Background: an optimization exercise with open tools, aiming at small area. Do not read the settings as production practice. Only simulation tests tie the RTL to the original design; equivalence was not proved. The clock input has no modelled driver; a real chip could not lean on it and would need a root buffer or a full tree.

==> inputs of wip/fjord <==
Design baseline_c5gx, start of the top module:
module baseline_c5gx(
      input              CLOCK_50_B7A,
      input              CPU_RESET_n,
      output      [6:0]  HEX0,
      output      [6:0]  HEX1,
      output      [6:0]  HEX2,
      output      [6:0]  HEX3,
      input       [3:0]  KEY,
      output      [7:0]  LEDG,
      output      [9:0]  LEDR,
      input       [9:0]  SW
);
export LEC_CHECK = 0
export CAP_MARGIN = 20
export CORE_MARGIN = 2
export CORE_UTILIZATION = 70
export SLEW_MARGIN = 20
create_clock -name core_clock -period 20.0 [get_ports {CLOCK_50_B7A}]
standard.sh (not shown) runs the stock make flow with config.mk's settings and CLKGATE_MAP_FILE= SYNTH_SCRIPT=/design/flow/synth_recipe.tcl, a recipe that flattens the netlist after the stock synthesis.
==> flow/flow/run.sh <==
#!/bin/bash
# Standard synthesis; then the combinational gates re-optimised by ABC with a
# stronger script (flip-flops untouched), tried with several deepsyn seeds
# and the smallest result kept; then the standard layout from floorplan on,
# with buf_1 port buffers and a one level of clock buffers (prects.tcl).
set -euo pipefail
W=$PWD
F=$W/flow
R=$W/orfs/results/$FLOW_PLATFORM/baseline_c5gx/base
YOSYS=$(command -v yosys || echo /OpenROAD-flow-scripts/tools/install/yosys/bin/yosys)

export BUFFER_PORTS_ARGS="-buffer_cell sky130_fd_sc_hd__buf_1"
export PRE_CTS_TCL=$F/prects.tcl
export ROOT_CLKBUF=
export LEAF_CLKBUF=sky130_fd_sc_hd__clkbuf_8

bash standard.sh synth > $W/std_synth.log 2>&1

cp $R/1_2_yosys.v $W/std_netlist.v
printf 'set_driving_cell sky130_fd_sc_hd__buf_1\nset_load 5\n' > $W/abc.constr
PERIOD_PS=$(python3 -c "print(int(float('$FLOW_PERIOD_NS')*1000))")
export RS_LIB=$FLOW_HOME/platforms/$FLOW_PLATFORM/lib/sky130_fd_sc_hd__tt_025C_1v80.lib
export RS_TOP=$FLOW_TOP RS_IN=$W/std_netlist.v RS_CONSTR=$W/abc.constr RS_PERIOD_PS=$PERIOD_PS
export YOSYS W F
SEEDS="1 2 3 4 5 6 7 8"
for s in $SEEDS; do
  printf 'strash\n&get -n\n&deepsyn -I 4 -J 200 -S %s\n&dch -f\n&nf -R 1000 -p -F 10 -A 5 -a\n&put\ntopo\ndnsize -c\n' $s > $W/abc_seed$s.script
done
echo $SEEDS | tr ' ' '\n' | xargs -P ${NUM_CORES:-4} -I{} bash -c \
  'RS_SCRIPT=$W/abc_seed{}.script RS_OUT=$W/resynth_seed{}.v $YOSYS -c $F/resynth.tcl > $W/resynth_seed{}.log 2>&1 || true'
best=$(python3 - "$W" $SEEDS <<'PY'
import re, sys, os
w = sys.argv[1]; best = None
for s in sys.argv[2:]:
    p = f"{w}/resynth_seed{s}.v.stat"
    if not os.path.exists(p) or not os.path.exists(f"{w}/resynth_seed{s}.v"): continue
    m = re.search(r"Chip area for module .*?: ([\d.]+)", open(p).read())
    if m and (best is None or float(m.group(1)) < best[0]): best = (float(m.group(1)), s)
print(best[1])
PY
)
echo "kept seed $best" > $W/resynth_choice.log
cat $W/resynth_seed*.v.stat | grep "Chip area" >> $W/resynth_choice.log || true

cp $W/resynth_seed$best.v $R/1_2_yosys.v
rm -f $R/1_synth.odb $R/1_synth.sdc
bash standard.sh > $W/std_layout.log 2>&1
==> flow/flow/prects.tcl <==
# Clock distribution made here instead of by clock_tree_synthesis: the clock
# pins are split into four groups by position (halves in x, then in y), each
# group is driven by a leaf clock buffer at its centre, and the clock port
# (or a root buffer, if ROOT_CLKBUF is set) drives the four leaves, so every
# register's clock passes the same buffers. ORFS's clock_tree_synthesis is then skipped; the rest of its CTS
# step (placement legalisation, timing repair) runs as usual.
set clk_port [get_name [lindex [get_property [lindex [all_clocks] 0] sources] 0]]
set block [ord::get_db_block]
set dbu [$block getDbUnitsPerMicron]
set net [$block findNet $clk_port]
set sinks {}
foreach it [$net getITerms] {
  set box [[$it getInst] getBBox]
  lappend sinks [list [expr {([$box xMin] + [$box xMax]) / 2.0 / $dbu}] \
                      [expr {([$box yMin] + [$box yMax]) / 2.0 / $dbu}] \
                      "[[$it getInst] getName]/[[$it getMTerm] getName]"]
}
proc halves { items idx } {
  set s [lsort -real -index $idx $items]
  set h [expr {[llength $s] / 2}]
  return [list [lrange $s 0 [expr {$h - 1}]] [lrange $s $h end]]
}
proc centre { items } {
  set sx 0.0
  set sy 0.0
  foreach i $items {
    set sx [expr {$sx + [lindex $i 0]}]
    set sy [expr {$sy + [lindex $i 1]}]
  }
  set n [llength $items]
  return [list [expr {$sx / $n}] [expr {$sy / $n}]]
}
set groups {}
foreach half [halves $sinks 0] {
  foreach q [halves $half 1] { lappend groups $q }
}
set k 0
set leaves {}
foreach g $groups {
  set pins {}
  foreach i $g { lappend pins [get_pins [lindex $i 2]] }
  set c [centre $g]
  puts "clock leaf buffer $k: [llength $g] clock pins at $c"
  insert_buffer -buffer_cell $::env(LEAF_CLKBUF) -net $clk_port -load_pins $pins \
    -location $c -buffer_name clkleaf_$k -net_name clknet_leaf_$k
  lappend leaves [list {*}$c x]
  incr k
}
if { $::env(ROOT_CLKBUF) ne "" } {
  set c [centre $leaves]
  puts "clock root buffer at $c"
  insert_buffer -buffer_cell $::env(ROOT_CLKBUF) -net $clk_port -location $c \
    -buffer_name clkroot_buf -net_name clknet_root
}
foreach n [$block getNets] {
  foreach it [$n getITerms] {
    if { [$it isClocked] } { $n setSigType CLOCK; break }
  }
}
$net setSigType CLOCK
foreach it [$net getITerms] {
  set o [[$it getInst] findITerm X]
  if { $o ne "NULL" && [$o getNet] ne "NULL" } { [$o getNet] setSigType CLOCK }
}
set_propagated_clock [all_clocks]
rename clock_tree_synthesis __orfs_clock_tree_synthesis
proc clock_tree_synthesis { args } {
  puts "clock_tree_synthesis skipped: the clock has its buffers"
}
==> flow/flow/resynth.tcl <==
# Re-optimises the combinational logic of the standard synthesis netlist with a
# stronger ABC script. Every flip-flop (and tie cell) stays the same instance,
# with the same name and cell type; only the gates between them change.
yosys -import
set lib $::env(RS_LIB)
set top $::env(RS_TOP)
read_liberty -overwrite -ignore_miss_func -ignore_miss_dir $lib
read_verilog -overwrite $::env(RS_IN)
hierarchy -top $top
setattr -mod -set keep_hierarchy 1 {sky130_fd_sc_hd__df*} {sky130_fd_sc_hd__edf*} {sky130_fd_sc_hd__conb*}
flatten
opt_clean -purge
techmap
opt -fast
abc -script $::env(RS_SCRIPT) -liberty $lib -dont_use *lpflow* -dont_use *probe* -constr $::env(RS_CONSTR) -D $::env(RS_PERIOD_PS)
opt_clean -purge
hilomap -singleton -hicell sky130_fd_sc_hd__conb_1 HI -locell sky130_fd_sc_hd__conb_1 LO
splitnets
opt_clean -purge
select -module $top
tee -o $::env(RS_OUT).stat stat -liberty $lib
write_verilog -noattr -nohex -nodec -selected $::env(RS_OUT)
==> inputs of wip/willow, as changes to wip/fjord <==
--- a/flow/design.v
+++ b/flow/design.v
@@ -16,30 +16,29 @@
 	                 OP_NONE = 3'd1,
 	                 OP_HUP  = 3'd4,
 	                 OP_HDN  = 3'd5,
 	                 OP_MUP  = 3'd6,
 	                 OP_MDN  = 3'd7,
 	                 OP_SCLR = 3'd3,
 	                 OP_ADV  = 3'd2;
-	reg [2:0] op;
-	wire clr = (op == OP_CLR);
 	reg key3_low;
 	always @(posedge clk) key3_low <= !KEY[3];
 	wire pulse = !key3_low && !KEY[3];
 	reg run;
 	always @(posedge clk) run <= !rst && (run ^ pulse);
 	reg [2:0] step;
-	wire [2:0] step_now = clr ? 3'd0 : step;
-	always @(posedge clk)
-		step <= step_now + {2'b00, run};
+	always @(posedge clk, posedge rst)
+		if (rst) step <= 3'd0;
+		else if (run) step <= step + 3'd1;
 	reg [3:0] div;
-	wire [3:0] div_now = clr ? 4'd0 : div;
-	always @(posedge clk)
-		div <= div_now + 4'd1;
-	wire tick = (div_now == 4'd7);
+	always @(posedge clk, posedge rst)
+		if (rst) div <= 4'd0;
+		else div <= div + 4'd1;
+	wire tick = (div == 4'd7);
+	reg [2:0] op;
 	reg       sw_inc;
 	reg [2:0] op_next;
 	always @(*) begin
 		op_next = OP_NONE;
 		if (tick) begin
 			if (SW[2]) begin
 				case (SW[1:0])
@@ -53,15 +52,16 @@
 			end else if (SW[8])
 				op_next = OP_ADV;
 		end
 	end
 	always @(posedge clk, posedge rst)
 		if (rst) op <= OP_CLR;
 		else op <= op_next;
-	always @(posedge clk) sw_inc <= run && (step_now == 3'd7);
+	always @(posedge clk) sw_inc <= run && (step == 3'd7);
+	wire clr = (op == OP_CLR);
 	wire adv = (op == OP_ADV);
 	reg [4:0] t_h;
 	reg [5:0] t_m;
 	reg [5:0] t_s;
 	wire s_last = t_s[5] & t_s[4] & t_s[3] & t_s[1] & t_s[0];
 	wire m_last = t_m[5] & t_m[4] & t_m[3] & t_m[1] & t_m[0];
 	wire h_last = t_h[4] & t_h[2] & t_h[1] & t_h[0];
==> flow/flow/run.sh (replaced) <==
#!/bin/bash
# Standard synthesis, then the combinational gates re-optimised with a stronger
# ABC script (flip-flops untouched), then the standard layout from floorplan on.
set -euo pipefail
W=$PWD
F=$W/flow
R=$W/orfs/results/$FLOW_PLATFORM/baseline_c5gx/base
YOSYS=$(command -v yosys || echo /OpenROAD-flow-scripts/tools/install/yosys/bin/yosys)

export BUFFER_PORTS_ARGS="-buffer_cell sky130_fd_sc_hd__buf_1"
export PRE_CTS_TCL=$F/prects.tcl
export ROOT_CLKBUF=sky130_fd_sc_hd__clkbuf_16

bash standard.sh synth > $W/std_synth.log 2>&1

cp $R/1_2_yosys.v $W/std_netlist.v
printf 'set_driving_cell sky130_fd_sc_hd__buf_1\nset_load 5\n' > $W/abc.constr
PERIOD_PS=$(python3 -c "print(int(float('$FLOW_PERIOD_NS')*1000))")
RS_LIB=$FLOW_HOME/platforms/$FLOW_PLATFORM/lib/sky130_fd_sc_hd__tt_025C_1v80.lib \
RS_TOP=$FLOW_TOP RS_IN=$W/std_netlist.v RS_OUT=$W/resynth_netlist.v \
RS_SCRIPT=$F/abc.script RS_CONSTR=$W/abc.constr RS_PERIOD_PS=$PERIOD_PS \
  $YOSYS -c $F/resynth.tcl > $W/resynth.log 2>&1

cp $W/resynth_netlist.v $R/1_2_yosys.v
rm -f $R/1_synth.odb $R/1_synth.sdc
bash standard.sh > $W/std_layout.log 2>&1
==> flow/flow/abc.script (new file) <==
strash
&get -n
&deepsyn -I 4 -J 200
&nf -R 1000 -p -F 10 -A 5 -a
&put
topo
dnsize -c
==> flow/flow/prects.tcl (replaced) <==
# Clock distribution: one clock buffer, placed at the centre of the
# flip-flops it drives, between the clock port and every clock pin (no skew
# between registers). ORFS's clock_tree_synthesis is then skipped; the rest
# of its CTS step (placement legalisation, timing repair) runs as usual.
set clk_port [get_name [lindex [get_property [lindex [all_clocks] 0] sources] 0]]
set block [ord::get_db_block]
set net [$block findNet $clk_port]
set n 0
set sx 0
set sy 0
foreach it [$net getITerms] {
  set inst [$it getInst]
  set box [$inst getBBox]
  set sx [expr {$sx + ([$box xMin] + [$box xMax]) / 2.0}]
  set sy [expr {$sy + ([$box yMin] + [$box yMax]) / 2.0}]
  incr n
}
set dbu [$block getDbUnitsPerMicron]
set x [expr {$sx / $n / $dbu}]
set y [expr {$sy / $n / $dbu}]
puts "clock root buffer $::env(ROOT_CLKBUF) for $n clock pins at ($x, $y)"
insert_buffer -buffer_cell $::env(ROOT_CLKBUF) -net $clk_port -location [list $x $y] \
  -buffer_name clkroot_buf -net_name clknet_root
foreach name [list $clk_port clknet_root] {
  [$block findNet $name] setSigType CLOCK
}
set_propagated_clock [all_clocks]
rename clock_tree_synthesis __orfs_clock_tree_synthesis
proc clock_tree_synthesis { args } {
  puts "clock_tree_synthesis skipped: the clock has its root buffer"
}
==> summary of the runs <==
- wip/fjord finished clean. wip/willow ended with an error in clock tree synthesis (4_1_cts).
- Between wip/fjord and wip/willow, the lower synthesized cell count is in wip/willow (gap about 0.3%, measured against wip/willow).
- Area after synthesis: wip/fjord is lower than wip/willow (2.7%).
==> figures <==
quantity                                                               wip/willow       wip/fjord
Status                                                             did not finish  finished clean
Stage where the flow stopped                       clock tree synthesis (4_1_cts)               -
Routability congestion estimate                                            0.8063          0.8822
Quantity of I/O buffers inserted on ports                                      54              54
Starting utilization of the core area                                      0.7173          0.7425
Placement Rows                                                                 22              21
Pre-CTS setup slack                                                      11690 ps        11680 ps
Cell count after synthesis                                                    330             331
Per-instance average area after synthesis                              7.898 um^2      7.662 um^2
Vertical extent of the die                                               65.02 um        64.19 um
Width of the die                                                         65.02 um        64.19 um
Cell area after technology mapping                                  0.002606 mm^2   0.002536 mm^2
Boundary pin count                                                             62              62
Number of warnings printed during yosys synthesis                               1               1
HPWL after detailed placement                                            4.082 mm        4.209 mm
Cells after DPL                                                               434             433
Placed cell area                                                    0.002880 mm^2   0.002808 mm^2
In wip/fjord the design's own scripts or RTL, not TritonCTS, make the clock network.

==> re-timing with driven ports <==
In the flow no input, the clock included, has a driving cell. The finished layout below was timed again as built, in two steps. Step 1 assumes that a clkbuf_16 drives the clock port and a buf_2 every other input. Step 2 also shifts input and output timing later by t, the mid clock arrival at the registers, as if the neighbouring blocks saw the same clock. a / b / c = no drivers / after step 1 / after step 2; a / b = the first two.
run: wip/fjord
t, ns: 0.195
setup WS [ns]: 11.678 / 11.656 / 11.656
hold WS [ns]: 0.435 / 0.435 / 0.435
worst setup path after step 2: input to output
After both steps wip/fjord still meets setup and hold. For wip/fjord, drivers alone change the setup slack by -0.022 ns; drivers and shift together by -0.022 ns.
